What follows belongs to an exercise in optimizing a design on an open flow for small area; a production flow would make more cautious choices. In this exercise RTL edits were held to simulation tests only and were not proved equivalent to the original.

[flow/design.v]
module add_fa (input wire i_a, input wire i_b, input wire i_c, output wire o_s, output wire o_c);
  assign o_s = i_a ^ i_b ^ i_c;
  assign o_c = (i_a & i_b) | (i_c & (i_a ^ i_b));
endmodule
module add_ha (input wire i_a, input wire i_b, output wire o_s, output wire o_c);
  assign o_s = i_a ^ i_b;
  assign o_c = i_a & i_b;
endmodule
module filt_ppd (
  input  wire               i_rst_an,    
  input  wire               i_ena,       
  input  wire               i_clk,       
  input  wire signed [5:0]  i_data,      
  output wire signed [27:0] o_data,      
  output wire               o_sclk       
);
  localparam [25:0] c_k30 = 26'h2ea0000;
  localparam [25:0] c_k31 = 26'h1600000;
  reg  [4:0]  r_k;
  reg         r_sclk;
  reg  [25:0] r_acc_a;
  reg  [25:0] r_acc_b;
  wire [5:0] w_x = i_data & {6{i_ena}};
  wire [6:0] w_xe = {w_x, 1'b0};
  wire [2:0] w_one, w_two, w_neg, w_nneg;
  genvar i;
  generate
    for (i = 0; i < 3; i = i + 1) begin: g_booth
      assign w_one[i]  = w_xe[2*i+1] ^ w_xe[2*i];
      assign w_two[i]  = (w_xe[2*i+2] & ~w_xe[2*i+1] & ~w_xe[2*i]) |
                         (~w_xe[2*i+2] & w_xe[2*i+1] & w_xe[2*i]);
      assign w_neg[i]  = w_xe[2*i+2];
      assign w_nneg[i] = i_ena & ~w_xe[2*i+2];
    end
  endgenerate
  reg  [4:0] w_k_nxt;
  reg        w_first, w_last, w_rst_st;
  always @(*) begin
    w_k_nxt  = 5'd0;
    w_first  = 1'b0;    
    w_last   = 1'b0;    
    w_rst_st = 1'b0;    
    case (r_k)
      5'd0: begin w_k_nxt = 5'd30; w_last = 1'b1; end
      5'd1: begin w_k_nxt = 5'd0; end
      5'd2: begin w_k_nxt = 5'd1; end
      5'd3: begin w_k_nxt = 5'd2; end
      5'd4: begin w_k_nxt = 5'd3; end
      5'd5: begin w_k_nxt = 5'd4; end
      5'd6: begin w_k_nxt = 5'd5; end
      5'd7: begin w_k_nxt = 5'd6; end
      5'd8: begin w_k_nxt = 5'd7; end
      5'd9: begin w_k_nxt = 5'd8; end
      5'd10: begin w_k_nxt = 5'd9; end
      5'd11: begin w_k_nxt = 5'd10; end
      5'd12: begin w_k_nxt = 5'd11; end
      5'd13: begin w_k_nxt = 5'd12; end
      5'd14: begin w_k_nxt = 5'd13; end
      5'd15: begin w_k_nxt = 5'd14; end
      5'd16: begin w_k_nxt = 5'd15; end
      5'd17: begin w_k_nxt = 5'd16; end
      5'd18: begin w_k_nxt = 5'd17; end
      5'd19: begin w_k_nxt = 5'd18; end
      5'd20: begin w_k_nxt = 5'd19; end
      5'd21: begin w_k_nxt = 5'd20; end
      5'd22: begin w_k_nxt = 5'd21; end
      5'd23: begin w_k_nxt = 5'd22; end
      5'd24: begin w_k_nxt = 5'd23; end
      5'd25: begin w_k_nxt = 5'd24; end
      5'd26: begin w_k_nxt = 5'd25; end
      5'd27: begin w_k_nxt = 5'd26; end
      5'd28: begin w_k_nxt = 5'd27; end
      5'd29: begin w_k_nxt = 5'd28; end
      5'd30: begin w_k_nxt = 5'd29; w_first = 1'b1; end
      5'd31: begin w_k_nxt = 5'd30; w_first = 1'b1; w_rst_st = 1'b1; end
      default: ;
    endcase
  end
  wire        w_sel    = i_ena & w_first;
  wire [25:0] w_base_a = w_sel ? r_acc_b : r_acc_a;
  wire [25:0] w_base_b = w_sel ? (w_rst_st ? c_k31 : c_k30) : r_acc_b;
  wire [25:0] w_acc_a, w_acc_b;
  reg [14:0] ma_h;
  always @(*)
    case (r_k)
      5'd0: ma_h = 15'd483;
      5'd1: ma_h = 15'd616;
      5'd2: ma_h = 15'd819;
      5'd3: ma_h = 15'd1120;
      5'd4: ma_h = 15'd1542;
      5'd5: ma_h = 15'd2109;
      5'd6: ma_h = 15'd2840;
      5'd7: ma_h = 15'd3750;
      5'd8: ma_h = 15'd4846;
      5'd9: ma_h = 15'd6133;
      5'd10: ma_h = 15'd7606;
      5'd11: ma_h = 15'd9255;
      5'd12: ma_h = 15'd11062;
      5'd13: ma_h = 15'd13002;
      5'd14: ma_h = 15'd15045;
      5'd15: ma_h = 15'd17156;
      5'd16: ma_h = 15'd19293;
      5'd17: ma_h = 15'd21414;
      5'd18: ma_h = 15'd23473;
      5'd19: ma_h = 15'd25425;
      5'd20: ma_h = 15'd27224;
      5'd21: ma_h = 15'd28827;
      5'd22: ma_h = 15'd30197;
      5'd23: ma_h = 15'd31300;
      5'd24: ma_h = 15'd32108;
      5'd25: ma_h = 15'd32601;
      5'd26: ma_h = 15'd32767;
      5'd27: ma_h = 15'd32601;
      5'd28: ma_h = 15'd32108;
      5'd29: ma_h = 15'd31300;
      5'd30: ma_h = 15'd30197;
      5'd31: ma_h = 15'd0;
      default: ma_h = 15'd0;
    endcase
  wire ma_pp0_0 = ((w_one[0] & ma_h[0])) ^ w_neg[0];
  wire ma_pp0_1 = ((w_one[0] & ma_h[1]) | (w_two[0] & ma_h[0])) ^ w_neg[0];
  wire ma_pp0_2 = ((w_one[0] & ma_h[2]) | (w_two[0] & ma_h[1])) ^ w_neg[0];
  wire ma_pp0_3 = ((w_one[0] & ma_h[3]) | (w_two[0] & ma_h[2])) ^ w_neg[0];
  wire ma_pp0_4 = ((w_one[0] & ma_h[4]) | (w_two[0] & ma_h[3])) ^ w_neg[0];
  wire ma_pp0_5 = ((w_one[0] & ma_h[5]) | (w_two[0] & ma_h[4])) ^ w_neg[0];
  wire ma_pp0_6 = ((w_one[0] & ma_h[6]) | (w_two[0] & ma_h[5])) ^ w_neg[0];
  wire ma_pp0_7 = ((w_one[0] & ma_h[7]) | (w_two[0] & ma_h[6])) ^ w_neg[0];
  wire ma_pp0_8 = ((w_one[0] & ma_h[8]) | (w_two[0] & ma_h[7])) ^ w_neg[0];
  wire ma_pp0_9 = ((w_one[0] & ma_h[9]) | (w_two[0] & ma_h[8])) ^ w_neg[0];
  wire ma_pp0_10 = ((w_one[0] & ma_h[10]) | (w_two[0] & ma_h[9])) ^ w_neg[0];
  wire ma_pp0_11 = ((w_one[0] & ma_h[11]) | (w_two[0] & ma_h[10])) ^ w_neg[0];
  wire ma_pp0_12 = ((w_one[0] & ma_h[12]) | (w_two[0] & ma_h[11])) ^ w_neg[0];
  wire ma_pp0_13 = ((w_one[0] & ma_h[13]) | (w_two[0] & ma_h[12])) ^ w_neg[0];
  wire ma_pp0_14 = ((w_one[0] & ma_h[14]) | (w_two[0] & ma_h[13])) ^ w_neg[0];
  wire ma_pp0_15 = ((w_two[0] & ma_h[14])) ^ w_neg[0];
  wire ma_pp1_0 = ((w_one[1] & ma_h[0])) ^ w_neg[1];
  wire ma_pp1_1 = ((w_one[1] & ma_h[1]) | (w_two[1] & ma_h[0])) ^ w_neg[1];
  wire ma_pp1_2 = ((w_one[1] & ma_h[2]) | (w_two[1] & ma_h[1])) ^ w_neg[1];
  wire ma_pp1_3 = ((w_one[1] & ma_h[3]) | (w_two[1] & ma_h[2])) ^ w_neg[1];
  wire ma_pp1_4 = ((w_one[1] & ma_h[4]) | (w_two[1] & ma_h[3])) ^ w_neg[1];
  wire ma_pp1_5 = ((w_one[1] & ma_h[5]) | (w_two[1] & ma_h[4])) ^ w_neg[1];
  wire ma_pp1_6 = ((w_one[1] & ma_h[6]) | (w_two[1] & ma_h[5])) ^ w_neg[1];
  wire ma_pp1_7 = ((w_one[1] & ma_h[7]) | (w_two[1] & ma_h[6])) ^ w_neg[1];
  wire ma_pp1_8 = ((w_one[1] & ma_h[8]) | (w_two[1] & ma_h[7])) ^ w_neg[1];
  wire ma_pp1_9 = ((w_one[1] & ma_h[9]) | (w_two[1] & ma_h[8])) ^ w_neg[1];
  wire ma_pp1_10 = ((w_one[1] & ma_h[10]) | (w_two[1] & ma_h[9])) ^ w_neg[1];
  wire ma_pp1_11 = ((w_one[1] & ma_h[11]) | (w_two[1] & ma_h[10])) ^ w_neg[1];
  wire ma_pp1_12 = ((w_one[1] & ma_h[12]) | (w_two[1] & ma_h[11])) ^ w_neg[1];
  wire ma_pp1_13 = ((w_one[1] & ma_h[13]) | (w_two[1] & ma_h[12])) ^ w_neg[1];
  wire ma_pp1_14 = ((w_one[1] & ma_h[14]) | (w_two[1] & ma_h[13])) ^ w_neg[1];
  wire ma_pp1_15 = ((w_two[1] & ma_h[14])) ^ w_neg[1];
  wire ma_pp2_0 = ((w_one[2] & ma_h[0])) ^ w_neg[2];
  wire ma_pp2_1 = ((w_one[2] & ma_h[1]) | (w_two[2] & ma_h[0])) ^ w_neg[2];
  wire ma_pp2_2 = ((w_one[2] & ma_h[2]) | (w_two[2] & ma_h[1])) ^ w_neg[2];
  wire ma_pp2_3 = ((w_one[2] & ma_h[3]) | (w_two[2] & ma_h[2])) ^ w_neg[2];
  wire ma_pp2_4 = ((w_one[2] & ma_h[4]) | (w_two[2] & ma_h[3])) ^ w_neg[2];
  wire ma_pp2_5 = ((w_one[2] & ma_h[5]) | (w_two[2] & ma_h[4])) ^ w_neg[2];
  wire ma_pp2_6 = ((w_one[2] & ma_h[6]) | (w_two[2] & ma_h[5])) ^ w_neg[2];
  wire ma_pp2_7 = ((w_one[2] & ma_h[7]) | (w_two[2] & ma_h[6])) ^ w_neg[2];
  wire ma_pp2_8 = ((w_one[2] & ma_h[8]) | (w_two[2] & ma_h[7])) ^ w_neg[2];
  wire ma_pp2_9 = ((w_one[2] & ma_h[9]) | (w_two[2] & ma_h[8])) ^ w_neg[2];
  wire ma_pp2_10 = ((w_one[2] & ma_h[10]) | (w_two[2] & ma_h[9])) ^ w_neg[2];
  wire ma_pp2_11 = ((w_one[2] & ma_h[11]) | (w_two[2] & ma_h[10])) ^ w_neg[2];
  wire ma_pp2_12 = ((w_one[2] & ma_h[12]) | (w_two[2] & ma_h[11])) ^ w_neg[2];
  wire ma_pp2_13 = ((w_one[2] & ma_h[13]) | (w_two[2] & ma_h[12])) ^ w_neg[2];
  wire ma_pp2_14 = ((w_one[2] & ma_h[14]) | (w_two[2] & ma_h[13])) ^ w_neg[2];
  wire ma_pp2_15 = ((w_two[2] & ma_h[14])) ^ w_neg[2];
  wire ma_w1, ma_w2;
  add_fa u_ma_w1 (.i_a(w_base_a[0]), .i_b(w_neg[0]), .i_c(ma_pp0_0), .o_s(ma_w1), .o_c(ma_w2));
  wire ma_w3, ma_w4;
  add_fa u_ma_w3 (.i_a(w_base_a[1]), .i_b(ma_pp0_1), .i_c(ma_w2), .o_s(ma_w3), .o_c(ma_w4));
  wire ma_w5, ma_w6;
  add_fa u_ma_w5 (.i_a(w_base_a[2]), .i_b(w_neg[1]), .i_c(ma_pp0_2), .o_s(ma_w5), .o_c(ma_w6));
  wire ma_w7, ma_w8;
  add_fa u_ma_w7 (.i_a(ma_pp1_0), .i_b(ma_w5), .i_c(ma_w4), .o_s(ma_w7), .o_c(ma_w8));
  wire ma_w9, ma_w10;
  add_fa u_ma_w9 (.i_a(w_base_a[3]), .i_b(ma_pp0_3), .i_c(ma_pp1_1), .o_s(ma_w9), .o_c(ma_w10));
  wire ma_w11, ma_w12;
  add_fa u_ma_w11 (.i_a(ma_w6), .i_b(ma_w9), .i_c(ma_w8), .o_s(ma_w11), .o_c(ma_w12));
  wire ma_w13, ma_w14;
  add_fa u_ma_w13 (.i_a(w_base_a[4]), .i_b(w_neg[2]), .i_c(ma_pp0_4), .o_s(ma_w13), .o_c(ma_w14));
  wire ma_w15, ma_w16;
  add_fa u_ma_w15 (.i_a(ma_pp1_2), .i_b(ma_pp2_0), .i_c(ma_w10), .o_s(ma_w15), .o_c(ma_w16));
  wire ma_w17, ma_w18;
  add_fa u_ma_w17 (.i_a(ma_w13), .i_b(ma_w15), .i_c(ma_w12), .o_s(ma_w17), .o_c(ma_w18));
  wire ma_w19, ma_w20;
  add_fa u_ma_w19 (.i_a(w_base_a[5]), .i_b(ma_pp0_5), .i_c(ma_pp1_3), .o_s(ma_w19), .o_c(ma_w20));
  wire ma_w21, ma_w22;
  add_fa u_ma_w21 (.i_a(ma_pp2_1), .i_b(ma_w14), .i_c(ma_w19), .o_s(ma_w21), .o_c(ma_w22));
  wire ma_w23, ma_w24;
  add_fa u_ma_w23 (.i_a(ma_w16), .i_b(ma_w21), .i_c(ma_w18), .o_s(ma_w23), .o_c(ma_w24));
  wire ma_w25, ma_w26;
  add_fa u_ma_w25 (.i_a(w_base_a[6]), .i_b(ma_pp0_6), .i_c(ma_pp1_4), .o_s(ma_w25), .o_c(ma_w26));
  wire ma_w27, ma_w28;
  add_fa u_ma_w27 (.i_a(ma_pp2_2), .i_b(ma_w20), .i_c(ma_w25), .o_s(ma_w27), .o_c(ma_w28));
  wire ma_w29, ma_w30;
  add_fa u_ma_w29 (.i_a(ma_w22), .i_b(ma_w27), .i_c(ma_w24), .o_s(ma_w29), .o_c(ma_w30));
  wire ma_w31, ma_w32;
  add_fa u_ma_w31 (.i_a(w_base_a[7]), .i_b(ma_pp0_7), .i_c(ma_pp1_5), .o_s(ma_w31), .o_c(ma_w32));
  wire ma_w33, ma_w34;
  add_fa u_ma_w33 (.i_a(ma_pp2_3), .i_b(ma_w26), .i_c(ma_w31), .o_s(ma_w33), .o_c(ma_w34));
  wire ma_w35, ma_w36;
  add_fa u_ma_w35 (.i_a(ma_w28), .i_b(ma_w33), .i_c(ma_w30), .o_s(ma_w35), .o_c(ma_w36));
  wire ma_w37, ma_w38;
  add_fa u_ma_w37 (.i_a(w_base_a[8]), .i_b(ma_pp0_8), .i_c(ma_pp1_6), .o_s(ma_w37), .o_c(ma_w38));
  wire ma_w39, ma_w40;
  add_fa u_ma_w39 (.i_a(ma_pp2_4), .i_b(ma_w32), .i_c(ma_w37), .o_s(ma_w39), .o_c(ma_w40));
  wire ma_w41, ma_w42;
  add_fa u_ma_w41 (.i_a(ma_w34), .i_b(ma_w39), .i_c(ma_w36), .o_s(ma_w41), .o_c(ma_w42));
  wire ma_w43, ma_w44;
  add_fa u_ma_w43 (.i_a(w_base_a[9]), .i_b(ma_pp0_9), .i_c(ma_pp1_7), .o_s(ma_w43), .o_c(ma_w44));
  wire ma_w45, ma_w46;
  add_fa u_ma_w45 (.i_a(ma_pp2_5), .i_b(ma_w38), .i_c(ma_w43), .o_s(ma_w45), .o_c(ma_w46));
  wire ma_w47, ma_w48;
  add_fa u_ma_w47 (.i_a(ma_w40), .i_b(ma_w45), .i_c(ma_w42), .o_s(ma_w47), .o_c(ma_w48));
  wire ma_w49, ma_w50;
  add_fa u_ma_w49 (.i_a(w_base_a[10]), .i_b(ma_pp0_10), .i_c(ma_pp1_8), .o_s(ma_w49), .o_c(ma_w50));
  wire ma_w51, ma_w52;
  add_fa u_ma_w51 (.i_a(ma_pp2_6), .i_b(ma_w44), .i_c(ma_w49), .o_s(ma_w51), .o_c(ma_w52));
  wire ma_w53, ma_w54;
  add_fa u_ma_w53 (.i_a(ma_w46), .i_b(ma_w51), .i_c(ma_w48), .o_s(ma_w53), .o_c(ma_w54));
  wire ma_w55, ma_w56;
  add_fa u_ma_w55 (.i_a(w_base_a[11]), .i_b(ma_pp0_11), .i_c(ma_pp1_9), .o_s(ma_w55), .o_c(ma_w56));
  wire ma_w57, ma_w58;
  add_fa u_ma_w57 (.i_a(ma_pp2_7), .i_b(ma_w50), .i_c(ma_w55), .o_s(ma_w57), .o_c(ma_w58));
  wire ma_w59, ma_w60;
  add_fa u_ma_w59 (.i_a(ma_w52), .i_b(ma_w57), .i_c(ma_w54), .o_s(ma_w59), .o_c(ma_w60));
  wire ma_w61, ma_w62;
  add_fa u_ma_w61 (.i_a(w_base_a[12]), .i_b(ma_pp0_12), .i_c(ma_pp1_10), .o_s(ma_w61), .o_c(ma_w62));
  wire ma_w63, ma_w64;
  add_fa u_ma_w63 (.i_a(ma_pp2_8), .i_b(ma_w56), .i_c(ma_w61), .o_s(ma_w63), .o_c(ma_w64));
  wire ma_w65, ma_w66;
  add_fa u_ma_w65 (.i_a(ma_w58), .i_b(ma_w63), .i_c(ma_w60), .o_s(ma_w65), .o_c(ma_w66));
  wire ma_w67, ma_w68;
  add_fa u_ma_w67 (.i_a(w_base_a[13]), .i_b(ma_pp0_13), .i_c(ma_pp1_11), .o_s(ma_w67), .o_c(ma_w68));
  wire ma_w69, ma_w70;
  add_fa u_ma_w69 (.i_a(ma_pp2_9), .i_b(ma_w62), .i_c(ma_w67), .o_s(ma_w69), .o_c(ma_w70));
  wire ma_w71, ma_w72;
  add_fa u_ma_w71 (.i_a(ma_w64), .i_b(ma_w69), .i_c(ma_w66), .o_s(ma_w71), .o_c(ma_w72));
  wire ma_w73, ma_w74;
  add_fa u_ma_w73 (.i_a(w_base_a[14]), .i_b(ma_pp0_14), .i_c(ma_pp1_12), .o_s(ma_w73), .o_c(ma_w74));
  wire ma_w75, ma_w76;
  add_fa u_ma_w75 (.i_a(ma_pp2_10), .i_b(ma_w68), .i_c(ma_w73), .o_s(ma_w75), .o_c(ma_w76));
  wire ma_w77, ma_w78;
  add_fa u_ma_w77 (.i_a(ma_w70), .i_b(ma_w75), .i_c(ma_w72), .o_s(ma_w77), .o_c(ma_w78));
  wire ma_w79, ma_w80;
  add_fa u_ma_w79 (.i_a(w_base_a[15]), .i_b(ma_pp0_15), .i_c(ma_pp1_13), .o_s(ma_w79), .o_c(ma_w80));
  wire ma_w81, ma_w82;
  add_fa u_ma_w81 (.i_a(ma_pp2_11), .i_b(ma_w74), .i_c(ma_w79), .o_s(ma_w81), .o_c(ma_w82));
  wire ma_w83, ma_w84;
  add_fa u_ma_w83 (.i_a(ma_w76), .i_b(ma_w81), .i_c(ma_w78), .o_s(ma_w83), .o_c(ma_w84));
  wire ma_w85, ma_w86;
  add_fa u_ma_w85 (.i_a(w_base_a[16]), .i_b(w_nneg[0]), .i_c(ma_pp1_14), .o_s(ma_w85), .o_c(ma_w86));
  wire ma_w87, ma_w88;
  add_fa u_ma_w87 (.i_a(ma_pp2_12), .i_b(ma_w80), .i_c(ma_w85), .o_s(ma_w87), .o_c(ma_w88));
  wire ma_w89, ma_w90;
  add_fa u_ma_w89 (.i_a(ma_w82), .i_b(ma_w87), .i_c(ma_w84), .o_s(ma_w89), .o_c(ma_w90));
  wire ma_w91, ma_w92;
  add_fa u_ma_w91 (.i_a(w_base_a[17]), .i_b(ma_pp1_15), .i_c(ma_pp2_13), .o_s(ma_w91), .o_c(ma_w92));
  wire ma_w93, ma_w94;
  add_fa u_ma_w93 (.i_a(ma_w86), .i_b(ma_w91), .i_c(ma_w88), .o_s(ma_w93), .o_c(ma_w94));
  wire ma_w95, ma_w96;
  add_ha u_ma_w95 (.i_a(ma_w93), .i_b(ma_w90), .o_s(ma_w95), .o_c(ma_w96));
  wire ma_w97, ma_w98;
  add_fa u_ma_w97 (.i_a(w_base_a[18]), .i_b(w_nneg[1]), .i_c(ma_pp2_14), .o_s(ma_w97), .o_c(ma_w98));
  wire ma_w99, ma_w100;
  add_fa u_ma_w99 (.i_a(ma_w92), .i_b(ma_w97), .i_c(ma_w94), .o_s(ma_w99), .o_c(ma_w100));
  wire ma_w101, ma_w102;
  add_ha u_ma_w101 (.i_a(ma_w99), .i_b(ma_w96), .o_s(ma_w101), .o_c(ma_w102));
  wire ma_w103, ma_w104;
  add_fa u_ma_w103 (.i_a(w_base_a[19]), .i_b(ma_pp2_15), .i_c(ma_w98), .o_s(ma_w103), .o_c(ma_w104));
  wire ma_w105, ma_w106;
  add_fa u_ma_w105 (.i_a(ma_w103), .i_b(ma_w100), .i_c(ma_w102), .o_s(ma_w105), .o_c(ma_w106));
  wire ma_w107, ma_w108;
  add_fa u_ma_w107 (.i_a(w_base_a[20]), .i_b(w_nneg[2]), .i_c(ma_w104), .o_s(ma_w107), .o_c(ma_w108));
  wire ma_w109, ma_w110;
  add_ha u_ma_w109 (.i_a(ma_w107), .i_b(ma_w106), .o_s(ma_w109), .o_c(ma_w110));
  wire ma_w111, ma_w112;
  add_fa u_ma_w111 (.i_a(w_base_a[21]), .i_b(ma_w108), .i_c(ma_w110), .o_s(ma_w111), .o_c(ma_w112));
  wire ma_w113, ma_w114;
  add_ha u_ma_w113 (.i_a(w_base_a[22]), .i_b(ma_w112), .o_s(ma_w113), .o_c(ma_w114));
  wire ma_w115, ma_w116;
  add_ha u_ma_w115 (.i_a(w_base_a[23]), .i_b(ma_w114), .o_s(ma_w115), .o_c(ma_w116));
  wire ma_w117, ma_w118;
  add_ha u_ma_w117 (.i_a(w_base_a[24]), .i_b(ma_w116), .o_s(ma_w117), .o_c(ma_w118));
  wire ma_w119 = w_base_a[25] ^ ma_w118;
  assign w_acc_a = {ma_w119, ma_w117, ma_w115, ma_w113, ma_w111, ma_w109, ma_w105, ma_w101, ma_w95, ma_w89, ma_w83, ma_w77, ma_w71, ma_w65, ma_w59, ma_w53, ma_w47, ma_w41, ma_w35, ma_w29, ma_w23, ma_w17, ma_w11, ma_w7, ma_w3, ma_w1};
  reg [14:0] mb_h;
  always @(*)
    case (r_k)
      5'd0: mb_h = 15'd28827;
      5'd1: mb_h = 15'd27224;
      5'd2: mb_h = 15'd25425;
      5'd3: mb_h = 15'd23473;
      5'd4: mb_h = 15'd21414;
      5'd5: mb_h = 15'd19293;
      5'd6: mb_h = 15'd17156;
      5'd7: mb_h = 15'd15045;
      5'd8: mb_h = 15'd13002;
      5'd9: mb_h = 15'd11062;
      5'd10: mb_h = 15'd9255;
      5'd11: mb_h = 15'd7606;
      5'd12: mb_h = 15'd6133;
      5'd13: mb_h = 15'd4846;
      5'd14: mb_h = 15'd3750;
      5'd15: mb_h = 15'd2840;
      5'd16: mb_h = 15'd2109;
      5'd17: mb_h = 15'd1542;
      5'd18: mb_h = 15'd1120;
      5'd19: mb_h = 15'd819;
      5'd20: mb_h = 15'd616;
      5'd21: mb_h = 15'd483;
      5'd22: mb_h = 15'd0;
      5'd23: mb_h = 15'd0;
      5'd24: mb_h = 15'd0;
      5'd25: mb_h = 15'd0;
      5'd26: mb_h = 15'd0;
      5'd27: mb_h = 15'd0;
      5'd28: mb_h = 15'd0;
      5'd29: mb_h = 15'd0;
      5'd30: mb_h = 15'd0;
      5'd31: mb_h = 15'd0;
      default: mb_h = 15'd0;
    endcase
  wire mb_pp0_0 = ((w_one[0] & mb_h[0])) ^ w_neg[0];
  wire mb_pp0_1 = ((w_one[0] & mb_h[1]) | (w_two[0] & mb_h[0])) ^ w_neg[0];
  wire mb_pp0_2 = ((w_one[0] & mb_h[2]) | (w_two[0] & mb_h[1])) ^ w_neg[0];
  wire mb_pp0_3 = ((w_one[0] & mb_h[3]) | (w_two[0] & mb_h[2])) ^ w_neg[0];
  wire mb_pp0_4 = ((w_one[0] & mb_h[4]) | (w_two[0] & mb_h[3])) ^ w_neg[0];
  wire mb_pp0_5 = ((w_one[0] & mb_h[5]) | (w_two[0] & mb_h[4])) ^ w_neg[0];
  wire mb_pp0_6 = ((w_one[0] & mb_h[6]) | (w_two[0] & mb_h[5])) ^ w_neg[0];
  wire mb_pp0_7 = ((w_one[0] & mb_h[7]) | (w_two[0] & mb_h[6])) ^ w_neg[0];
  wire mb_pp0_8 = ((w_one[0] & mb_h[8]) | (w_two[0] & mb_h[7])) ^ w_neg[0];
  wire mb_pp0_9 = ((w_one[0] & mb_h[9]) | (w_two[0] & mb_h[8])) ^ w_neg[0];
  wire mb_pp0_10 = ((w_one[0] & mb_h[10]) | (w_two[0] & mb_h[9])) ^ w_neg[0];
  wire mb_pp0_11 = ((w_one[0] & mb_h[11]) | (w_two[0] & mb_h[10])) ^ w_neg[0];
  wire mb_pp0_12 = ((w_one[0] & mb_h[12]) | (w_two[0] & mb_h[11])) ^ w_neg[0];
  wire mb_pp0_13 = ((w_one[0] & mb_h[13]) | (w_two[0] & mb_h[12])) ^ w_neg[0];
  wire mb_pp0_14 = ((w_one[0] & mb_h[14]) | (w_two[0] & mb_h[13])) ^ w_neg[0];
  wire mb_pp0_15 = ((w_two[0] & mb_h[14])) ^ w_neg[0];
  wire mb_pp1_0 = ((w_one[1] & mb_h[0])) ^ w_neg[1];
  wire mb_pp1_1 = ((w_one[1] & mb_h[1]) | (w_two[1] & mb_h[0])) ^ w_neg[1];
  wire mb_pp1_2 = ((w_one[1] & mb_h[2]) | (w_two[1] & mb_h[1])) ^ w_neg[1];
  wire mb_pp1_3 = ((w_one[1] & mb_h[3]) | (w_two[1] & mb_h[2])) ^ w_neg[1];
  wire mb_pp1_4 = ((w_one[1] & mb_h[4]) | (w_two[1] & mb_h[3])) ^ w_neg[1];
  wire mb_pp1_5 = ((w_one[1] & mb_h[5]) | (w_two[1] & mb_h[4])) ^ w_neg[1];
  wire mb_pp1_6 = ((w_one[1] & mb_h[6]) | (w_two[1] & mb_h[5])) ^ w_neg[1];
  wire mb_pp1_7 = ((w_one[1] & mb_h[7]) | (w_two[1] & mb_h[6])) ^ w_neg[1];
  wire mb_pp1_8 = ((w_one[1] & mb_h[8]) | (w_two[1] & mb_h[7])) ^ w_neg[1];
  wire mb_pp1_9 = ((w_one[1] & mb_h[9]) | (w_two[1] & mb_h[8])) ^ w_neg[1];
  wire mb_pp1_10 = ((w_one[1] & mb_h[10]) | (w_two[1] & mb_h[9])) ^ w_neg[1];
  wire mb_pp1_11 = ((w_one[1] & mb_h[11]) | (w_two[1] & mb_h[10])) ^ w_neg[1];
  wire mb_pp1_12 = ((w_one[1] & mb_h[12]) | (w_two[1] & mb_h[11])) ^ w_neg[1];
  wire mb_pp1_13 = ((w_one[1] & mb_h[13]) | (w_two[1] & mb_h[12])) ^ w_neg[1];
  wire mb_pp1_14 = ((w_one[1] & mb_h[14]) | (w_two[1] & mb_h[13])) ^ w_neg[1];
  wire mb_pp1_15 = ((w_two[1] & mb_h[14])) ^ w_neg[1];
  wire mb_pp2_0 = ((w_one[2] & mb_h[0])) ^ w_neg[2];
  wire mb_pp2_1 = ((w_one[2] & mb_h[1]) | (w_two[2] & mb_h[0])) ^ w_neg[2];
  wire mb_pp2_2 = ((w_one[2] & mb_h[2]) | (w_two[2] & mb_h[1])) ^ w_neg[2];
  wire mb_pp2_3 = ((w_one[2] & mb_h[3]) | (w_two[2] & mb_h[2])) ^ w_neg[2];
  wire mb_pp2_4 = ((w_one[2] & mb_h[4]) | (w_two[2] & mb_h[3])) ^ w_neg[2];
  wire mb_pp2_5 = ((w_one[2] & mb_h[5]) | (w_two[2] & mb_h[4])) ^ w_neg[2];
  wire mb_pp2_6 = ((w_one[2] & mb_h[6]) | (w_two[2] & mb_h[5])) ^ w_neg[2];
  wire mb_pp2_7 = ((w_one[2] & mb_h[7]) | (w_two[2] & mb_h[6])) ^ w_neg[2];
  wire mb_pp2_8 = ((w_one[2] & mb_h[8]) | (w_two[2] & mb_h[7])) ^ w_neg[2];
  wire mb_pp2_9 = ((w_one[2] & mb_h[9]) | (w_two[2] & mb_h[8])) ^ w_neg[2];
  wire mb_pp2_10 = ((w_one[2] & mb_h[10]) | (w_two[2] & mb_h[9])) ^ w_neg[2];
  wire mb_pp2_11 = ((w_one[2] & mb_h[11]) | (w_two[2] & mb_h[10])) ^ w_neg[2];
  wire mb_pp2_12 = ((w_one[2] & mb_h[12]) | (w_two[2] & mb_h[11])) ^ w_neg[2];
  wire mb_pp2_13 = ((w_one[2] & mb_h[13]) | (w_two[2] & mb_h[12])) ^ w_neg[2];
  wire mb_pp2_14 = ((w_one[2] & mb_h[14]) | (w_two[2] & mb_h[13])) ^ w_neg[2];
  wire mb_pp2_15 = ((w_two[2] & mb_h[14])) ^ w_neg[2];
  wire mb_w1, mb_w2;
  add_fa u_mb_w1 (.i_a(w_base_b[0]), .i_b(w_neg[0]), .i_c(mb_pp0_0), .o_s(mb_w1), .o_c(mb_w2));
  wire mb_w3, mb_w4;
  add_fa u_mb_w3 (.i_a(w_base_b[1]), .i_b(mb_pp0_1), .i_c(mb_w2), .o_s(mb_w3), .o_c(mb_w4));
  wire mb_w5, mb_w6;
  add_fa u_mb_w5 (.i_a(w_base_b[2]), .i_b(w_neg[1]), .i_c(mb_pp0_2), .o_s(mb_w5), .o_c(mb_w6));
  wire mb_w7, mb_w8;
  add_fa u_mb_w7 (.i_a(mb_pp1_0), .i_b(mb_w5), .i_c(mb_w4), .o_s(mb_w7), .o_c(mb_w8));
  wire mb_w9, mb_w10;
  add_fa u_mb_w9 (.i_a(w_base_b[3]), .i_b(mb_pp0_3), .i_c(mb_pp1_1), .o_s(mb_w9), .o_c(mb_w10));
  wire mb_w11, mb_w12;
  add_fa u_mb_w11 (.i_a(mb_w6), .i_b(mb_w9), .i_c(mb_w8), .o_s(mb_w11), .o_c(mb_w12));
  wire mb_w13, mb_w14;
  add_fa u_mb_w13 (.i_a(w_base_b[4]), .i_b(w_neg[2]), .i_c(mb_pp0_4), .o_s(mb_w13), .o_c(mb_w14));
  wire mb_w15, mb_w16;
  add_fa u_mb_w15 (.i_a(mb_pp1_2), .i_b(mb_pp2_0), .i_c(mb_w10), .o_s(mb_w15), .o_c(mb_w16));
  wire mb_w17, mb_w18;
  add_fa u_mb_w17 (.i_a(mb_w13), .i_b(mb_w15), .i_c(mb_w12), .o_s(mb_w17), .o_c(mb_w18));
  wire mb_w19, mb_w20;
  add_fa u_mb_w19 (.i_a(w_base_b[5]), .i_b(mb_pp0_5), .i_c(mb_pp1_3), .o_s(mb_w19), .o_c(mb_w20));
  wire mb_w21, mb_w22;
  add_fa u_mb_w21 (.i_a(mb_pp2_1), .i_b(mb_w14), .i_c(mb_w19), .o_s(mb_w21), .o_c(mb_w22));
  wire mb_w23, mb_w24;
  add_fa u_mb_w23 (.i_a(mb_w16), .i_b(mb_w21), .i_c(mb_w18), .o_s(mb_w23), .o_c(mb_w24));
  wire mb_w25, mb_w26;
  add_fa u_mb_w25 (.i_a(w_base_b[6]), .i_b(mb_pp0_6), .i_c(mb_pp1_4), .o_s(mb_w25), .o_c(mb_w26));
  wire mb_w27, mb_w28;
  add_fa u_mb_w27 (.i_a(mb_pp2_2), .i_b(mb_w20), .i_c(mb_w25), .o_s(mb_w27), .o_c(mb_w28));
  wire mb_w29, mb_w30;
  add_fa u_mb_w29 (.i_a(mb_w22), .i_b(mb_w27), .i_c(mb_w24), .o_s(mb_w29), .o_c(mb_w30));
  wire mb_w31, mb_w32;
  add_fa u_mb_w31 (.i_a(w_base_b[7]), .i_b(mb_pp0_7), .i_c(mb_pp1_5), .o_s(mb_w31), .o_c(mb_w32));
  wire mb_w33, mb_w34;
  add_fa u_mb_w33 (.i_a(mb_pp2_3), .i_b(mb_w26), .i_c(mb_w31), .o_s(mb_w33), .o_c(mb_w34));
  wire mb_w35, mb_w36;
  add_fa u_mb_w35 (.i_a(mb_w28), .i_b(mb_w33), .i_c(mb_w30), .o_s(mb_w35), .o_c(mb_w36));
  wire mb_w37, mb_w38;
  add_fa u_mb_w37 (.i_a(w_base_b[8]), .i_b(mb_pp0_8), .i_c(mb_pp1_6), .o_s(mb_w37), .o_c(mb_w38));
  wire mb_w39, mb_w40;
  add_fa u_mb_w39 (.i_a(mb_pp2_4), .i_b(mb_w32), .i_c(mb_w37), .o_s(mb_w39), .o_c(mb_w40));
  wire mb_w41, mb_w42;
  add_fa u_mb_w41 (.i_a(mb_w34), .i_b(mb_w39), .i_c(mb_w36), .o_s(mb_w41), .o_c(mb_w42));
  wire mb_w43, mb_w44;
  add_fa u_mb_w43 (.i_a(w_base_b[9]), .i_b(mb_pp0_9), .i_c(mb_pp1_7), .o_s(mb_w43), .o_c(mb_w44));
  wire mb_w45, mb_w46;
  add_fa u_mb_w45 (.i_a(mb_pp2_5), .i_b(mb_w38), .i_c(mb_w43), .o_s(mb_w45), .o_c(mb_w46));
  wire mb_w47, mb_w48;
  add_fa u_mb_w47 (.i_a(mb_w40), .i_b(mb_w45), .i_c(mb_w42), .o_s(mb_w47), .o_c(mb_w48));
  wire mb_w49, mb_w50;
  add_fa u_mb_w49 (.i_a(w_base_b[10]), .i_b(mb_pp0_10), .i_c(mb_pp1_8), .o_s(mb_w49), .o_c(mb_w50));
  wire mb_w51, mb_w52;
  add_fa u_mb_w51 (.i_a(mb_pp2_6), .i_b(mb_w44), .i_c(mb_w49), .o_s(mb_w51), .o_c(mb_w52));
  wire mb_w53, mb_w54;
  add_fa u_mb_w53 (.i_a(mb_w46), .i_b(mb_w51), .i_c(mb_w48), .o_s(mb_w53), .o_c(mb_w54));
  wire mb_w55, mb_w56;
  add_fa u_mb_w55 (.i_a(w_base_b[11]), .i_b(mb_pp0_11), .i_c(mb_pp1_9), .o_s(mb_w55), .o_c(mb_w56));
  wire mb_w57, mb_w58;
  add_fa u_mb_w57 (.i_a(mb_pp2_7), .i_b(mb_w50), .i_c(mb_w55), .o_s(mb_w57), .o_c(mb_w58));
  wire mb_w59, mb_w60;
  add_fa u_mb_w59 (.i_a(mb_w52), .i_b(mb_w57), .i_c(mb_w54), .o_s(mb_w59), .o_c(mb_w60));
  wire mb_w61, mb_w62;
  add_fa u_mb_w61 (.i_a(w_base_b[12]), .i_b(mb_pp0_12), .i_c(mb_pp1_10), .o_s(mb_w61), .o_c(mb_w62));
  wire mb_w63, mb_w64;
  add_fa u_mb_w63 (.i_a(mb_pp2_8), .i_b(mb_w56), .i_c(mb_w61), .o_s(mb_w63), .o_c(mb_w64));
  wire mb_w65, mb_w66;
  add_fa u_mb_w65 (.i_a(mb_w58), .i_b(mb_w63), .i_c(mb_w60), .o_s(mb_w65), .o_c(mb_w66));
  wire mb_w67, mb_w68;
  add_fa u_mb_w67 (.i_a(w_base_b[13]), .i_b(mb_pp0_13), .i_c(mb_pp1_11), .o_s(mb_w67), .o_c(mb_w68));
  wire mb_w69, mb_w70;
  add_fa u_mb_w69 (.i_a(mb_pp2_9), .i_b(mb_w62), .i_c(mb_w67), .o_s(mb_w69), .o_c(mb_w70));
  wire mb_w71, mb_w72;
  add_fa u_mb_w71 (.i_a(mb_w64), .i_b(mb_w69), .i_c(mb_w66), .o_s(mb_w71), .o_c(mb_w72));
  wire mb_w73, mb_w74;
  add_fa u_mb_w73 (.i_a(w_base_b[14]), .i_b(mb_pp0_14), .i_c(mb_pp1_12), .o_s(mb_w73), .o_c(mb_w74));
  wire mb_w75, mb_w76;
  add_fa u_mb_w75 (.i_a(mb_pp2_10), .i_b(mb_w68), .i_c(mb_w73), .o_s(mb_w75), .o_c(mb_w76));
  wire mb_w77, mb_w78;
  add_fa u_mb_w77 (.i_a(mb_w70), .i_b(mb_w75), .i_c(mb_w72), .o_s(mb_w77), .o_c(mb_w78));
  wire mb_w79, mb_w80;
  add_fa u_mb_w79 (.i_a(w_base_b[15]), .i_b(mb_pp0_15), .i_c(mb_pp1_13), .o_s(mb_w79), .o_c(mb_w80));
  wire mb_w81, mb_w82;
  add_fa u_mb_w81 (.i_a(mb_pp2_11), .i_b(mb_w74), .i_c(mb_w79), .o_s(mb_w81), .o_c(mb_w82));
  wire mb_w83, mb_w84;
  add_fa u_mb_w83 (.i_a(mb_w76), .i_b(mb_w81), .i_c(mb_w78), .o_s(mb_w83), .o_c(mb_w84));
  wire mb_w85, mb_w86;
  add_fa u_mb_w85 (.i_a(w_base_b[16]), .i_b(w_nneg[0]), .i_c(mb_pp1_14), .o_s(mb_w85), .o_c(mb_w86));
  wire mb_w87, mb_w88;
  add_fa u_mb_w87 (.i_a(mb_pp2_12), .i_b(mb_w80), .i_c(mb_w85), .o_s(mb_w87), .o_c(mb_w88));
  wire mb_w89, mb_w90;
  add_fa u_mb_w89 (.i_a(mb_w82), .i_b(mb_w87), .i_c(mb_w84), .o_s(mb_w89), .o_c(mb_w90));
  wire mb_w91, mb_w92;
  add_fa u_mb_w91 (.i_a(w_base_b[17]), .i_b(mb_pp1_15), .i_c(mb_pp2_13), .o_s(mb_w91), .o_c(mb_w92));
  wire mb_w93, mb_w94;
  add_fa u_mb_w93 (.i_a(mb_w86), .i_b(mb_w91), .i_c(mb_w88), .o_s(mb_w93), .o_c(mb_w94));
  wire mb_w95, mb_w96;
  add_ha u_mb_w95 (.i_a(mb_w93), .i_b(mb_w90), .o_s(mb_w95), .o_c(mb_w96));
  wire mb_w97, mb_w98;
  add_fa u_mb_w97 (.i_a(w_base_b[18]), .i_b(w_nneg[1]), .i_c(mb_pp2_14), .o_s(mb_w97), .o_c(mb_w98));
  wire mb_w99, mb_w100;
  add_fa u_mb_w99 (.i_a(mb_w92), .i_b(mb_w97), .i_c(mb_w94), .o_s(mb_w99), .o_c(mb_w100));
  wire mb_w101, mb_w102;
  add_ha u_mb_w101 (.i_a(mb_w99), .i_b(mb_w96), .o_s(mb_w101), .o_c(mb_w102));
  wire mb_w103, mb_w104;
  add_fa u_mb_w103 (.i_a(w_base_b[19]), .i_b(mb_pp2_15), .i_c(mb_w98), .o_s(mb_w103), .o_c(mb_w104));
  wire mb_w105, mb_w106;
  add_fa u_mb_w105 (.i_a(mb_w103), .i_b(mb_w100), .i_c(mb_w102), .o_s(mb_w105), .o_c(mb_w106));
  wire mb_w107, mb_w108;
  add_fa u_mb_w107 (.i_a(w_base_b[20]), .i_b(w_nneg[2]), .i_c(mb_w104), .o_s(mb_w107), .o_c(mb_w108));
  wire mb_w109, mb_w110;
  add_ha u_mb_w109 (.i_a(mb_w107), .i_b(mb_w106), .o_s(mb_w109), .o_c(mb_w110));
  wire mb_w111, mb_w112;
  add_fa u_mb_w111 (.i_a(w_base_b[21]), .i_b(mb_w108), .i_c(mb_w110), .o_s(mb_w111), .o_c(mb_w112));
  wire mb_w113, mb_w114;
  add_ha u_mb_w113 (.i_a(w_base_b[22]), .i_b(mb_w112), .o_s(mb_w113), .o_c(mb_w114));
  wire mb_w115, mb_w116;
  add_ha u_mb_w115 (.i_a(w_base_b[23]), .i_b(mb_w114), .o_s(mb_w115), .o_c(mb_w116));
  wire mb_w117, mb_w118;
  add_ha u_mb_w117 (.i_a(w_base_b[24]), .i_b(mb_w116), .o_s(mb_w117), .o_c(mb_w118));
  wire mb_w119 = w_base_b[25] ^ mb_w118;
  assign w_acc_b = {mb_w119, mb_w117, mb_w115, mb_w113, mb_w111, mb_w109, mb_w105, mb_w101, mb_w95, mb_w89, mb_w83, mb_w77, mb_w71, mb_w65, mb_w59, mb_w53, mb_w47, mb_w41, mb_w35, mb_w29, mb_w23, mb_w17, mb_w11, mb_w7, mb_w3, mb_w1};
  always @(posedge i_clk or negedge i_rst_an)
    if (!i_rst_an) begin
      r_k    <= 5'd31;
      r_sclk <= 1'b0;
    end else begin
      if (i_ena)
        r_k <= w_k_nxt;
      r_sclk <= i_ena & w_last;
    end
  always @(posedge i_clk) begin
    r_acc_a <= w_acc_a;
    r_acc_b <= w_acc_b;
  end
  assign o_data = {{2{r_acc_a[25]}}, r_acc_a};
  assign o_sclk = r_sclk;
endmodule
[flow/run.sh]
#!/bin/bash
# synth_recipe.tcl (not shown) runs the flow's synth.tcl, then flattens the netlist and writes it again
# the make line also repeats each setting of config.mk as NAME=value (left out here)
make -C /OpenROAD-flow-scripts/flow DESIGN_CONFIG=/design/flow/config.mk WORK_HOME=/design/flow/orfs CLKGATE_MAP_FILE= SYNTH_SCRIPT=/design/flow/synth_recipe.tcl finish
[flow/config.mk]
export PLATFORM = sky130hd
export DESIGN_NAME = filt_ppd
export DESIGN_NICKNAME = filt_ppd
export VERILOG_FILES = /design/flow/design.v
export SDC_FILE = /design/flow/constraint.sdc
export NUM_CORES = 4
export LEC_CHECK = 0
export CAP_MARGIN = 20
export CORE_MARGIN = 2
export CORE_UTILIZATION = 40
export CTS_BUF_LIST = sky130_fd_sc_hd__clkbuf_4
export CTS_CLUSTER_DIAMETER = 100
export CTS_CLUSTER_SIZE = 30
export SLEW_MARGIN = 20
export SYNTH_HIERARCHICAL = 1
export SYNTH_MINIMUM_KEEP_SIZE = 0
[flow/constraint.sdc]
create_clock -name core_clock -period 25.0 [get_ports {i_clk}]
set_input_delay 5.0000 -clock core_clock [delete_from_list [all_inputs] [get_ports {i_clk}]]
set_output_delay 5.0000 -clock core_clock [all_outputs]
set_load 0.01 [all_outputs]
==> impl_metrics.tcl, run 1 <==
set metrics [dict create \
    status "no timing/DRC/antenna violations" \
    worst-path-max-fanout 28 \
    wl_per_cell_um 19.8 \
    drc 0 \
    ys_seq_area_frac 0.164 \
    r2r-end "r_acc_b[25]" \
    drt_wl_total_um 20400 \
    first_global_vias 5962 \
    ys_warn_count 7 \
    vias_per_cell 5.73 \
    layout.nets 934 \
    grt_remaining_overflow 0 \
    ff2ff_path_depth 32 \
    post_dp_cell_area_um2 7760 \
    synth_cells 792 \
    cts_tree "yes" \
    critPathMaxStageDelay_ns 0.49 \
    fin_skew_ns 0.0172 \
    cpMostUsedCell "fa_1" \
    path_clk_slew_ns 0.12 \
    synth-edff-count 0 \
    yosys_register_bits 58 \
    regToRegStartpoint "r_k[0]" \
    hold_slack_ns 0.604 \
    slew_headroom 0.438 \
    gp_congestion 0.926 \
    final_layout_size_suffix_gt1_frac 0.0750 \
    ant_nets 0 \
    worstPathRequired_ns 25.35 \
    min_from "r_acc_b[22]" \
    dieArea_um2 19400 \
    diodes 0 \
    stdcell_area_um2 7920 \
    dr.pass1.iters 6 \
    path_delay_family "adder cells" \
    start_kind "input pin" \
    cts_setup_buffers 0 \
    dpl.hpwl_um 15400 \
    cts_resized 0 \
    num_vias 5895 \
    grt_start_max_net_pins 67 \
    rrSetupSlack_ns 13.29 \
    hp-class "flop to flop" \
    fin_util 0.441 \
    slew_violations 0 \
    cts_num_sinks 58 \
    grt_pass1_wl_um 33300 \
    cts_made_buffers 9 \
    areaGrowthSynthToFinish_pct 8.37 \
    place_inst 1013 \
    setup_tns_ns 0 \
    die-width_um 139 \
    synthFlopType "dfxtp_1" \
    min_to "r_acc_b[22]" \
    synthDistinctLibCells 69 \
    hold_buffers 0 \
    die_height_um 139 \
    hold_depth 2 \
    crit_arrival_ns 15.63 \
    clkLatencyLatePin_ns 0.44 \
    grt_util_all_layers 0.219 \
    yosysTopAreaCell "fa_1" \
    worst-path-buf-inv 3 \
    cp-end-kind "flop" \
    io_buffers 37 \
    cp_slowest_cell "fa_1" \
    syn_nets 931 \
    synth_area_um2 7310 \
    netlist_top_cells_area "fa_1 29%, dfxtp_1 14%, xnor2_1 7.9%" \
    io_pins 38 \
    setup_viol 0 \
    start_util 0.407 \
    htreeDepth 3 \
    maxCapViolCount 0 \
    cp.depth 31 \
    pre_cts_ws_ns 9.20 \
    post-route-min-period_ns 15.28 \
    hold_violations 0 \
    core_area_um2 18000 \
    max_freq_mhz 65.4 \
    rsz0062_at_grt "false" \
    min_period_over_period 0.611 \
    synthTopCellsByCount "112 x nand2_1, 106 x fa_1, 66 x xnor2_1" \
    antenna_found_initial 0 \
    worst_pin_slew_ns 0.839 \
    synth_top_area_frac 0.290 \
    finalNonFillerCells 1029 \
    ys_async_sr_fraction 0.103 \
    fp-row-count 49 \
    setup_slack_ns 9.72 \
    syn_avg_cell_area_um2 9.23 \
    clockBufferDepth 2 \
    worstSetupPathType "input pin to flop" \
    yosysMostFrequentCell "nand2_1" \
    cts_root_buffer "clkbuf_4" \
    drt_iter0_drc 500 \
]
## placed cells by master, fill, tap and decap left out, types with 4 or more instances in the layout
cell type / count
clkbuf_4: 9
nand3_1: 5
fa_1: 106
mux4_2: 4
and2_1: 26
buf_4: 12
o22ai_1: 63
nand2b_1: 15
inv_1: 12
a32oi_1: 4
nor2b_1: 11
nand2_1: 112
o21ai_0: 22
nor2_1: 49
o31ai_1: 5
a2bb2oi_1: 8
dfxtp_1: 52
xnor2_1: 66
a21oi_1: 26
nor3_1: 4
dfstp_2: 5
o21ai_1: 6
mux2i_1: 12
ha_1: 24
and3_1: 8
o32ai_1: 6
a21boi_0: 6
o21a_1: 11
o22a_1: 4
or2_2: 6
nor3b_1: 4
clkdlybuf4s50_1: 37
## worst min-delay path, delay by kind of cell (launching register included)
| kind | cells | cell delay [ns] |
|---|---|---|
| and+or+nand+nor | 1 | 0.11 |
| adders and majority gates | 1 | 0.12 |
| DFF | 1 | 0.35 |
## Yosys stat by module, one instance, submodules excluded
module    cell area, um^2  cells
filt_ppd             5040    674
add_fa               20.0      1
add_ha               12.5      1
## registers in the layout (all words and copies together) (netlist names)
signal / flops
r_acc_a: 26
r_acc_b: 26
r_k: 5
r_sclk: 1
## cell families after synthesis
family,share of synthesized area
adders and majority gates,0.331
and+or+nand+nor,0.167
DFF,0.164
buffers and inverters,0.0493
xor gates and xnor gates,0.0826
AOI/OAI and AO/OA,0.174
muxes,0.0318
## worst max path at each step
stage,start,to,slack (ns)
floorplan,i_ena,r_acc_b[25],10.59
global placement,i_data[0],r_acc_b[25],9.41
detailed placement,i_data[0],r_acc_b[25],9.20
CTS,i_data[0],r_acc_b[25],9.74
global route,i_data[0],r_acc_b[25],9.28
finish,i_data[0],r_acc_b[25],9.72
## layer usage
metal	track usage	vias up	part of all wire	wire length, um
li1	-	2750	-	-
met1	0.295	2912	0.43	8770
met2	0.355	195	0.49	9880
met3	0.0387	38	0.054	1100
met4	0.0824	0	0.030	614
met5	0	-	0	0
## area by class of cell
class	instances	area, um^2
Clock buffer	9	67.6
Timing Repair Buffer	50	465
Inverter	15	56.3
Sequential cell	58	1200
Fill cell	1778	10000
Tap cell	229	287
Multi-Input combinational cell	661	5760
Clock inverter	7	93.8
==> inputs of run 2 (changes only) <==
--- a/flow/config.mk
+++ b/flow/config.mk
@@ -8,9 +8,6 @@
 export CAP_MARGIN = 20
 export CORE_MARGIN = 2
 export CORE_UTILIZATION = 40
-export CTS_BUF_LIST = sky130_fd_sc_hd__clkbuf_4
-export CTS_CLUSTER_DIAMETER = 100
-export CTS_CLUSTER_SIZE = 30
 export SLEW_MARGIN = 20
 export SYNTH_HIERARCHICAL = 1
 export SYNTH_MINIMUM_KEEP_SIZE = 0
==> run 2 against run 1 <==
Effect of this change:
- cell area increased by 2.0%
- hold slack got worse by 0.018 ns
- utilization increased by 0.88 points
- area after synthesis unchanged
- synthesized cell count unchanged
- register-to-register slack about the same
==> impl_metrics.tcl, run 2 <==
set metrics [dict create \
    status "no timing/DRC/antenna violations" \
    syn_avg_cell_area_um2 9.23 \
    top_regs "r_acc_a (26), r_acc_b (26), r_k (5)" \
    cts_resized 0 \
    clockBufferDepth 2 \
    start_kind "input pin" \
    synthTopCellsByCount "112 x nand2_1, 106 x fa_1, 66 x xnor2_1" \
    htreeDepth 3 \
    setup_slack_ns 9.63 \
    syn_nets 931 \
    die-width_um 139 \
    path_clk_slew_ns 0.06 \
    cts_num_sinks 58 \
    core_area_um2 18000 \
    max_freq_mhz 65.1 \
    min_from "r_acc_b[22]" \
    cts_root_buffer "clkbuf_16" \
    regToRegStartpoint "r_k[0]" \
    layout.nets 934 \
    grt_remaining_overflow 0 \
    min_period_over_period 0.615 \
    io_buffers 37 \
    dr.pass1.iters 6 \
    hold_depth 2 \
    drt_wl_total_um 20500 \
    areaGrowthSynthToFinish_pct 10.5 \
    setup_tns_ns 0 \
    cpMostUsedCell "fa_1" \
    start_util 0.407 \
    most-common-layout-cells "112 x nand2_1, 106 x fa_1, 66 x xnor2_1, 63 x o22ai_1, 52 x dfxtp_1" \
    synth-edff-count 0 \
    layout_commonest_cell "nand2_1" \
    dieArea_um2 19400 \
    worst-path-max-fanout 28 \
    hold_slack_ns 0.586 \
    cp-end-kind "flop" \
    gp_congestion 0.926 \
    slew_violations 0 \
    worst_pin_slew_ns 0.847 \
    yosysTopAreaCell "fa_1" \
    antenna_found_initial 0 \
    grt_util_all_layers 0.221 \
    cts_tree "yes" \
    yosysMostFrequentCell "nand2_1" \
    io_pins 38 \
    maxCapViolCount 0 \
    crit_arrival_ns 15.61 \
    multi_input_area_um2 5760 \
    dpl.hpwl_um 15400 \
    die_height_um 139 \
    worstSetupPathType "input pin to flop" \
    ff2ff_path_depth 32 \
    synthDistinctLibCells 69 \
    worstPathRequired_ns 25.24 \
    rsz0062_at_grt "false" \
    final_layout_size_suffix_gt1_frac 0.0750 \
    fin_skew_ns 0.00439 \
    min_to "r_acc_b[22]" \
    fillers 1756 \
    synth_top_area_frac 0.290 \
    hold_violations 0 \
    diodes 0 \
    rrSetupSlack_ns 13.30 \
    vias_per_cell 5.69 \
    cts_made_buffers 9 \
    setup_viol 0 \
    cp_slowest_cell "fa_1" \
    fp-row-count 49 \
    first_global_vias 6012 \
    num_vias 5855 \
    critPathMaxStageDelay_ns 0.49 \
    slew_headroom 0.435 \
    synth_area_um2 7310 \
    pre_cts_ws_ns 9.20 \
    fin_util 0.450 \
    ys_warn_count 7 \
    netlist_top_cells_area "fa_1 29%, dfxtp_1 14%, xnor2_1 7.9%" \
    grt_start_max_net_pins 67 \
    hold_buffers 0 \
    r2r-end "r_acc_b[25]" \
    drc 0 \
    ys_seq_area_frac 0.164 \
    yosys_register_bits 58 \
    post-route-min-period_ns 15.37 \
    grt_pass1_wl_um 33500 \
    clkLatencyLatePin_ns 0.35 \
    ant_nets 0 \
    drt_iter0_drc 508 \
    seq_area_um2 1200 \
    ys_async_sr_fraction 0.103 \
    wl_per_cell_um 19.9 \
    hp-class "flop to flop" \
    cts_setup_buffers 0 \
    synth_cells 792 \
    synthFlopType "dfxtp_1" \
]
## run 2: cell counts after synthesis
No cell type changed its count.
## run 2: cell type report
type / count / area share
tap: 229 / 0.0355
sequential: 58 / 0.148
clock inverter: 7 / 0.0116
timing repair buffer: 50 / 0.0576
clock buffer: 9 / 0.0279
multi-input combinational: 661 / 0.712
inverter: 15 / 0.00697
## run 2: kinds of logic (layout without fill, tap and decap cells)
group           count (synthesis)  count (layout)  share of synthesized area
simple gates                  254             254                      0.167
xor+xnor                       69              69                     0.0826
flops                          58              58                      0.164
mux                            18              18                     0.0318
fa+ha+maj                     130             130                      0.331
compound gates                190             190                      0.174
buf+inv                        73              81                     0.0493
## run 2: worst max-delay path, delay by kind of cell
family,cells,cell delay (ns)
AO/OA/AOI/OAI,1,0.36
XOR/XNOR,1,0.12
adder cells (fa/ha/maj),24,8.29
buffers and inverters,3,1.07
AND/OR/NAND/NOR,2,0.73
## run 2: worst max-delay path by stage
stage | startpoint | to | slack (ns) | depth (start not counted)
global placement | i_data[0] | r_acc_b[25] | 9.41 | 31
global route | i_data[0] | r_acc_b[25] | 9.15 | 31
detailed placement | i_data[0] | r_acc_b[25] | 9.20 | 31
finish | i_data[0] | r_acc_b[25] | 9.63 | 31
floorplan | i_ena | r_acc_b[25] | 10.59 | 31
CTS | i_data[0] | r_acc_b[25] | 9.60 | 31
## run 2: modules after synthesis (local to each module, per instance)
module / cell area, um^2 / flops+latches
filt_ppd: 5040 / 58
add_fa: 20.0 / 0
add_ha: 12.5 / 0
## run 2: routing by layer
metal / wire [um] / track usage
met4: 643 / 0.0845
met2: 9980 / 0.361
met3: 1070 / 0.0414
met1: 8790 / 0.294
met5: 0 / 0
## run 2: stage by stage
step	cell area [um^2]	std cells
final	8080	1029
after global routing	8080	1029
after CTS	8080	1029
after detailed placement	7760	1013
after global placement	7760	1012
after floorplan	7310	792
==> inputs of run 3 (changes only) <==
--- a/flow/config.mk
+++ b/flow/config.mk
@@ -8,6 +8,9 @@
 export CAP_MARGIN = 20
 export CORE_MARGIN = 2
 export CORE_UTILIZATION = 40
+export CTS_BUF_LIST = sky130_fd_sc_hd__clkbuf_8
+export CTS_CLUSTER_DIAMETER = 200
+export CTS_CLUSTER_SIZE = 60
 export SLEW_MARGIN = 20
 export SYNTH_HIERARCHICAL = 1
 export SYNTH_MINIMUM_KEEP_SIZE = 0
==> run 3 against run 2 <==
Effect of this change:
- critical path depth stayed put
- still clean
- global-route usage down 0.11 points
- largest cell class unchanged
- clock skew grew 0.0038 ns
==> impl_metrics.tcl, run 3 <==
set metrics [dict create \
    setup_viol 0 \
    worst_pin_slew_ns 0.862 \
    rsz0062_at_grt "false" \
    cts_num_sinks 58 \
    hold_violations 0 \
    most-common-layout-cells "112 x nand2_1, 106 x fa_1, 66 x xnor2_1, 63 x o22ai_1, 52 x dfxtp_1" \
    slew_violations 0 \
    synth_area_um2 7310 \
    vias_per_cell 5.74 \
    finalNonFillerCells 1029 \
    hold_buffers 0 \
    synth-edff-count 0 \
    pre_cts_ws_ns 9.20 \
    cts_made_buffers 9 \
    layout.nets 934 \
    wl_per_cell_um 19.9 \
    dpl.hpwl_um 15400 \
    synth_cells 792 \
    clkLatencyLatePin_ns 0.37 \
    first_global_vias 5985 \
    layout_commonest_cell "nand2_1" \
    crit_arrival_ns 15.62 \
    antenna_found_initial 0 \
    path_clk_slew_ns 0.07 \
    critPathMaxStageDelay_ns 0.49 \
    start_util 0.407 \
    worst-path-max-fanout 28 \
    max_freq_mhz 65.1 \
    grt_start_max_net_pins 67 \
    post_dp_cell_area_um2 7760 \
    cp_slowest_cell "fa_1" \
    rrSetupSlack_ns 13.26 \
    ant_nets 0 \
    clockBufferDepth 2 \
    dieArea_um2 19400 \
    status "no timing/DRC/antenna violations" \
    synthDistinctLibCells 69 \
    fin_util 0.444 \
    worstPathRequired_ns 25.26 \
    place_inst 1013 \
    hold_slack_ns 0.591 \
    hp-class "flop to flop" \
    htreeDepth 3 \
    yosys_register_bits 58 \
    synthTopCellsByCount "112 x nand2_1, 106 x fa_1, 66 x xnor2_1" \
    setup_slack_ns 9.64 \
    gp_congestion 0.926 \
    cp-end-kind "flop" \
    core_area_um2 18000 \
    ys_seq_area_frac 0.164 \
    worstSetupPathType "input pin to flop" \
    fin_skew_ns 0.00820 \
    start_kind "input pin" \
    ys_async_sr_fraction 0.103 \
    cts_tree "yes" \
    io_pins 38 \
    die-width_um 139 \
    stdcell_area_um2 7980 \
    slew_headroom 0.423 \
    cts_setup_buffers 0 \
    ys_warn_count 7 \
    drc 0 \
    yosysTopAreaCell "fa_1" \
    io_buffers 37 \
    syn_nets 931 \
    netlist_top_cells_area "fa_1 29%, dfxtp_1 14%, xnor2_1 7.9%" \
    maxCapViolCount 0 \
    final_layout_size_suffix_gt1_frac 0.0750 \
    cpMostUsedCell "fa_1" \
    drt_wl_total_um 20500 \
    grt_remaining_overflow 0 \
    synthFlopType "dfxtp_1" \
    num_vias 5903 \
    top_regs "r_acc_a (26), r_acc_b (26), r_k (5)" \
    dr.pass1.iters 5 \
    grt_util_all_layers 0.220 \
    synth_top_area_frac 0.290 \
    areaGrowthSynthToFinish_pct 9.14 \
    fp-row-count 49 \
    cts_resized 0 \
    diodes 0 \
    syn_avg_cell_area_um2 9.23 \
    drt_iter0_drc 539 \
    post-route-min-period_ns 15.36 \
    die_height_um 139 \
    grt_pass1_wl_um 33400 \
    cts_root_buffer "clkbuf_8" \
    min_period_over_period 0.615 \
    setup_tns_ns 0 \
    yosysMostFrequentCell "nand2_1" \
]
run 3: cell counts after synthesis:
No cell type changed its count.
run 3: path summary, 6_finish.rpt:
kind | startpoint | to | cells past startpoint
setup reg to reg | r_k[0] | r_acc_a[25] | 33
min in group asynchronous | i_rst_an | r_sclk | 1
hold reg to reg | r_acc_b[22] | r_acc_b[22] | 2
setup / recovery | i_data[0] | r_acc_b[25] | 31
max in group asynchronous | i_rst_an | r_k[2] | 1
hold / removal | r_acc_b[22] | r_acc_b[22] | 2
run 3: metal layers:
metal | track usage | wire [um]
met2 | 0.359 | 10000
met5 | 0 | 0
met3 | 0.0432 | 1010
met1 | 0.294 | 8830
met4 | 0.0787 | 591
run 3: cells by family after synthesis:
logic type               Yosys count  share of synthesized area
XOR/XNOR                          69                     0.0826
buffers and inverters             73                     0.0493
AO/OA/AOI/OAI                    190                      0.174
adder cells (fa/ha/maj)          130                      0.331
flip-flops                        58                      0.164
AND/OR/NAND/NOR                  254                      0.167
multiplexers                      18                     0.0318
run 3: critical path: cells and delay by family:
| family | cells | cell delay, ns |
|---|---|---|
| adders and majority gates | 24 | 8.30 |
| xor gates and xnor gates | 1 | 0.12 |
| and+or+nand+nor | 2 | 0.73 |
| buffers and inverters | 3 | 1.08 |
| AOI/OAI and AO/OA | 1 | 0.37 |
run 3: per-module statistics from Yosys, one instance, submodules excluded:
module | copies in the design | area [um^2] | cells inside
filt_ppd | 1 | 5040 | 674
add_fa | 106 | 20.0 | 1
add_ha | 12 | 12.5 | 1
run 3: layout make-up:
cell class                 instances  area [um^2]
inverter                          15         56.3
clock buffer                       9          124
tap                              229          287
clock inverter                     7         93.8
sequential                        58         1200
multi-input combinational        661         5760
fill                            1766         9980
timing repair buffer              50          465

-- separate check: timing with driven ports --
How much do the figures lean on ideal ports? The routed layouts below were timed once more, with nothing changed but the port constraints.
Step 1 sets driving cells, clkbuf_16 on the clock port and buf_2 on the other inputs (assumed; they add their load-dependent delay and slew).
Step 2 adds t to the input delays and takes it off the output delays; t is the mean of the earliest and latest rising clock arrival at the registers after step 1. Input paths then give back, and output paths get back, about the clock's delay inside the block.
Three values: no drivers, after step 1, after step 2; two values: the first two.
run	shift t [ns]	slack for setup (ns)	clock arrival spread, ns	pins driven straight from the clock port
run 1	0.468	9.719 / 9.730 / 9.263	0.017 / 0.017	1
run 2	0.385	9.630 / 9.648 / 9.263	0.005 / 0.004	1
run 3	0.399	9.637 / 9.650 / 9.252	0.008 / 0.009	1
After both steps every run listed still meets setup and hold. The setup slack of run 1, which loses most, moves by +0.011 ns with the drivers and by -0.456 ns with both steps.
